Source: an optimization exercise on an open RTL-to-GDS flow (aim: small area, a short achievable clock period and few clock cycles). Production flows keep margins and buffers that such runs may drop.
The RTL was checked by simulation tests, not by an equivalence proof against the original design.

purple:
// CONVEX
module CONVEX(
input               CLK,
input               RST,
input       [4:0]   PT_XY,
output              READ_PT,
output reg  [9:0]   DROP_X,
output reg  [9:0]   DROP_Y,
output reg          DROP_V);
Settings: LEC_CHECK=0, CAP_MARGIN=20, CORE_MARGIN=2, CORE_UTILIZATION=55, CTS_CLUSTER_DIAMETER=120, CTS_CLUSTER_SIZE=20, SETUP_SLACK_MARGIN=5, SLEW_MARGIN=20; clock period 8.5 ns.
run.sh (not shown) runs the stock make flow with config.mk's settings and CLKGATE_MAP_FILE= SYNTH_SCRIPT=/design/flow/synth_recipe.tcl, a recipe that flattens the netlist after the stock synthesis.
Testbench counts of purple, summed over its fixed seeds: cycles 23,534.
Inputs modified between purple and green:
--- a/flow/design.v
+++ b/flow/design.v
@@ -190,27 +190,41 @@
         .r0(cs_r0), .r1(cs_r1), .r2(cs_r2));
 always @(posedge CLK) begin
     s2_r0 <= cs_r0;
     s2_r1 <= cs_r1;
     s2_r2 <= cs_r2;
     s2_first <= s1_first;
     s2_last  <= s1_last;
     s2_tri   <= s1_tri;
 end
 wire [22:0] cs_s = s2_r0 ^ s2_r1 ^ s2_r2;
 wire [22:0] cs_c = {(s2_r0[21:0] & s2_r1[21:0]) | (s2_r0[21:0] & s2_r2[21:0]) | (s2_r1[21:0] & s2_r2[21:0]), 1'b0};
-wire [22:0] cs_t = cs_s + cs_c;
+wire [21:0] cs_g = cs_s[21:0] & cs_c[21:0];
+wire [21:0] cs_p = cs_s[21:0] | cs_c[21:0];
+reg  [31:0] t_g, t_p;
+integer     lv, q;
+always @(*) begin
+    t_g = {10'd0, cs_g};
+    t_p = {{10{1'b1}}, cs_p};
+    for (lv = 1; lv < 32; lv = lv * 2)
+        for (q = 0; q < 32; q = q + 2 * lv) begin
+            t_g[q] = t_g[q + lv] | (t_p[q + lv] & t_g[q]);
+            t_p[q] = t_p[q + lv] & t_p[q];
+        end
+end
+wire [1:0]  cs_gp = {t_g[0], t_p[0]};
+wire        cs_sign = cs_s[22] ^ cs_c[22] ^ cs_gp[1];
 assign      s3_v     = s2_v;
 assign      s3_first = s2_first;
 assign      s3_last  = s2_last;
-assign      s3_vis   = cs_t[22];
+assign      s3_vis   = cs_sign;
 assign      s3_A     = Q[0];                  
 always @(posedge CLK or posedge RST) begin
     if (RST) begin
         s1_v <= 1'b0;
         s2_v <= 1'b0;
         ip_0 <= 1'b1;
         ip_1 <= 1'b0;
     end
     else begin
         s1_v <= issue;
         s2_v <= s1_v;
--- outcome ---
- green against purple: number of buffers added on ports saw little to no change; final clock period utilization by the worst path picked up an extra 0.47 points.
- Compared with purple, green shows post-layout instance count excluding filler cells that has gone down slightly.
- Area used by sequential logic in the layout: green vs purple — no meaningful difference
- Fraction of the mapped netlist area in adder cells, green and purple, lower one = green.
- On relative slew slack, purple beats green.
Testbench counts of green, summed over its fixed seeds: cycles 23,534.

========
before:
CONVEX, a different RTL version from the one above (not shown whole).
For scale: about 29 I/O pins, roughly 32000 um2 of cells after synthesis.
Settings: LEC_CHECK=0, CAP_MARGIN=20, CORE_MARGIN=2, CORE_UTILIZATION=55, SETUP_SLACK_MARGIN=5, SLEW_MARGIN=20; clock period 8.5 ns.
standard.sh (not shown) runs the stock make flow with config.mk's settings and CLKGATE_MAP_FILE= SYNTH_SCRIPT=/design/flow/synth_recipe.tcl, a recipe that flattens the netlist after the stock synthesis.
==> flow/flow/run.sh <==
#!/bin/bash
set -euo pipefail
MARGIN=${MARGIN:-5.3}
sed -E "s/SETUP_SLACK_MARGIN=[0-9.]+/SETUP_SLACK_MARGIN=${MARGIN}/" standard.sh > standard_margin.sh
grep -q "SETUP_SLACK_MARGIN=${MARGIN}" standard_margin.sh
bash standard_margin.sh > flow.log 2>&1
Testbench counts of before, summed over its fixed seeds: cycles 23,697.
Input-level comparison between after and before:
--- a/flow/design.v
+++ b/flow/design.v
@@ -45,52 +45,53 @@
 reg  [19:0] Q [0:11];
 reg  [3:0]  cnt;
 wire        pop;
 reg  [1:0]  npush;
 reg  [19:0] D0, D1;
 wire [3:0]  base = cnt - {3'd0, pop};
+wire        s3_v, s3_first, s3_last, s3_vis;
+wire [19:0] s3_A;
 reg  [12:0] at;                             
-integer j;
+integer k, j;
 always @(*) begin
-    for (j = 0; j < 13; j = j + 1) at[j] = (cnt == j);
+    for (k = 0; k < 13; k = k + 1) at[k] = (cnt == k);
 end
+wire        base_odd = cnt[0] ^ pop;
+wire [19:0] DE = base_odd ? D1 : D0;        
+wire [19:0] DO = base_odd ? D0 : D1;        
 always @(posedge CLK) begin
     for (j = 0; j < 12; j = j + 1) begin
-        if (pop ? at[j+1] : at[j])
-            Q[j] <= D0;
-        else if (j > 0 && (pop ? at[j] : at[(j > 0) ? j - 1 : 0]))
-            Q[j] <= D1;
+        if (pop ? (at[j+1] || at[j]) : (at[j] || (j > 0 && at[(j > 0) ? j - 1 : 0])))
+            Q[j] <= (j % 2 == 0) ? DE : DO;
         else if (pop && j < 11)
             Q[j] <= Q[(j < 11) ? j + 1 : 11];
     end
 end
 always @(posedge CLK or posedge RST) begin
     if (RST) cnt <= 4'd0;
     else     cnt <= vout ? cnt_n1 : cnt_n0;
 end
 reg         in_pass, need_last;
 reg  [3:0]  popcnt;
-reg  [19:0] FIRST, PREV, PT;
+reg  [19:0] PREV, PT, R0;
+reg         r0_ok;                          
 reg         fin;                            
 reg  [3:0]  Hp;                             
 wire        fin_set;
 wire [3:0]  Hp_new;
 wire        all_popped = fin && (popcnt == Hp);
-wire        last_is = in_pass && need_last;                 
+wire        last_is = in_pass && need_last && r0_ok;
 wire        start   = (!in_pass || last_is) && pn_v && npts == 2'd2 && cnt != 4'd0;
 wire        direct  = pn_v && npts != 2'd2;             
 wire        mid_pop = in_pass && !need_last && !all_popped && cnt != 4'd0;
 assign      pop     = start || mid_pop;
 assign      pn_take = start || direct;
 wire        issue   = mid_pop || last_is;
-wire [19:0] B       = need_last ? FIRST : Q[0];
+wire [19:0] B       = need_last ? R0 : Q[0];
 always @(posedge CLK) begin
-    if (start) begin
-        FIRST <= Q[0];
-        PT    <= pn;
-    end
+    if (start) PT <= pn;
     if (pop) PREV <= Q[0];
 end
 always @(posedge CLK or posedge RST) begin
     if (RST) begin
         in_pass   <= 1'b0;
         need_last <= 1'b0;
@@ -172,29 +173,29 @@
     s2_first <= s1_first;
     s2_last  <= s1_last;
 end
 wire [22:0] cs_s = s2_r0 ^ s2_r1 ^ s2_r2;
 wire [22:0] cs_c = {(s2_r0[21:0] & s2_r1[21:0]) | (s2_r0[21:0] & s2_r2[21:0]) | (s2_r1[21:0] & s2_r2[21:0]), 1'b0};
 wire [22:0] cs_t = cs_s + cs_c;
-wire        s3_v     = s2_v;
-wire        s3_first = s2_first;
-wire        s3_last  = s2_last;
-wire        s3_vis   = cs_t[22];
-wire [19:0] s3_A     = s2_A;
+assign      s3_v     = s2_v;
+assign      s3_first = s2_first;
+assign      s3_last  = s2_last;
+assign      s3_vis   = cs_t[22];
+assign      s3_A     = s2_A;
 always @(posedge CLK or posedge RST) begin
     if (RST) begin
         s1_v <= 1'b0;
         s2_v <= 1'b0;
     end
     else begin
         s1_v <= issue;
         s2_v <= s1_v;
     end
 end
 reg         prev_vis, vis0, anyvis;
-reg  [19:0] R0, PD;
+reg  [19:0] PD;
 reg  [3:0]  Hrun;
 reg         pend, pend_drop0, pend_ins0, pend_inside;
 wire        vin   = prev_vis;
 wire        vout  = s3_vis;
 wire        dec   = s3_v && !s3_first;
 wire        drop  = dec && vin && vout;
@@ -237,14 +238,20 @@
         pend_drop0  <= drop0;
         pend_ins0   <= ins0;
         pend_inside <= !(anyvis || vout);
     end
 end
 always @(posedge CLK or posedge RST) begin
-    if (RST) pend <= 1'b0;
-    else     pend <= fin_set;
+    if (RST) begin
+        pend  <= 1'b0;
+        r0_ok <= 1'b0;
+    end
+    else begin
+        pend  <= fin_set;
+        r0_ok <= start ? 1'b0 : (s3_v && s3_first) ? 1'b1 : r0_ok;
+    end
 end
 always @(posedge CLK) begin
     if (pend)
         {DROP_X, DROP_Y} <= pend_drop0 ? R0 : PD;
     else
         {DROP_X, DROP_Y} <= s3_A;
### Flow results
Number of DRC markers in iteration 0 shrinks by a little under 10% when moving from before to after.
Between after and before, the effective utilization at floorplan does not differ in any meaningful way.
Comparing after with before, the largest incremental delay on the critical path came out essentially unchanged.
Going from before to after, met1 track demand over resource in global routing went down; final hold slack did not really move.
Diff before -> after: multi-input gate area in the final layout shrank by 11%; final critical path time including I/O delays and setup grew by 160 ps; number of vias per cell shrank by 0.087.
after reports a higher synthesized-area fraction occupied by and/or/nand/nor cells than before does.
Required time reported for the critical path endpoint of after is on par with before.
Higher sequential cell area in the final layout was reported by before, not after.
Testbench counts of after, summed over its fixed seeds: cycles 24,019.

[afterwards: timing with drivers on the ports]
No port has a modelled driver above. Below, the same layouts with a new extraction and two added sets of constraints. Step 1: set_driving_cell puts a clkbuf_16 on CLK and a buf_2 on each other input, an assumption about the parent block. Step 2 adds t to the input delays and takes it off the output delays; t is the mean of the earliest and latest rising clock arrival at the registers after step 1. Input paths then give back, and output paths get back, about the clock's delay inside the block. a / b / c = ideal / step 1 / step 2; a / b = the first two.
run | t, ns | setup slack, ns | worst hold slack (ns)
purple | 0.679 | 5.111 / 5.099 / 5.111 | 0.330 / 0.330 / 0.330
green | 0.668 | 5.072 / 5.072 / 5.072 | 0.335 / 0.335 / 0.335
before | 0.653 | 5.270 / 5.270 / 5.270 | 0.325 / 0.325 / 0.325
after | 0.695 | 5.113 / 5.113 / 5.113 | 0.326 / 0.326 / 0.326
After both steps setup and hold are still met in every run listed.
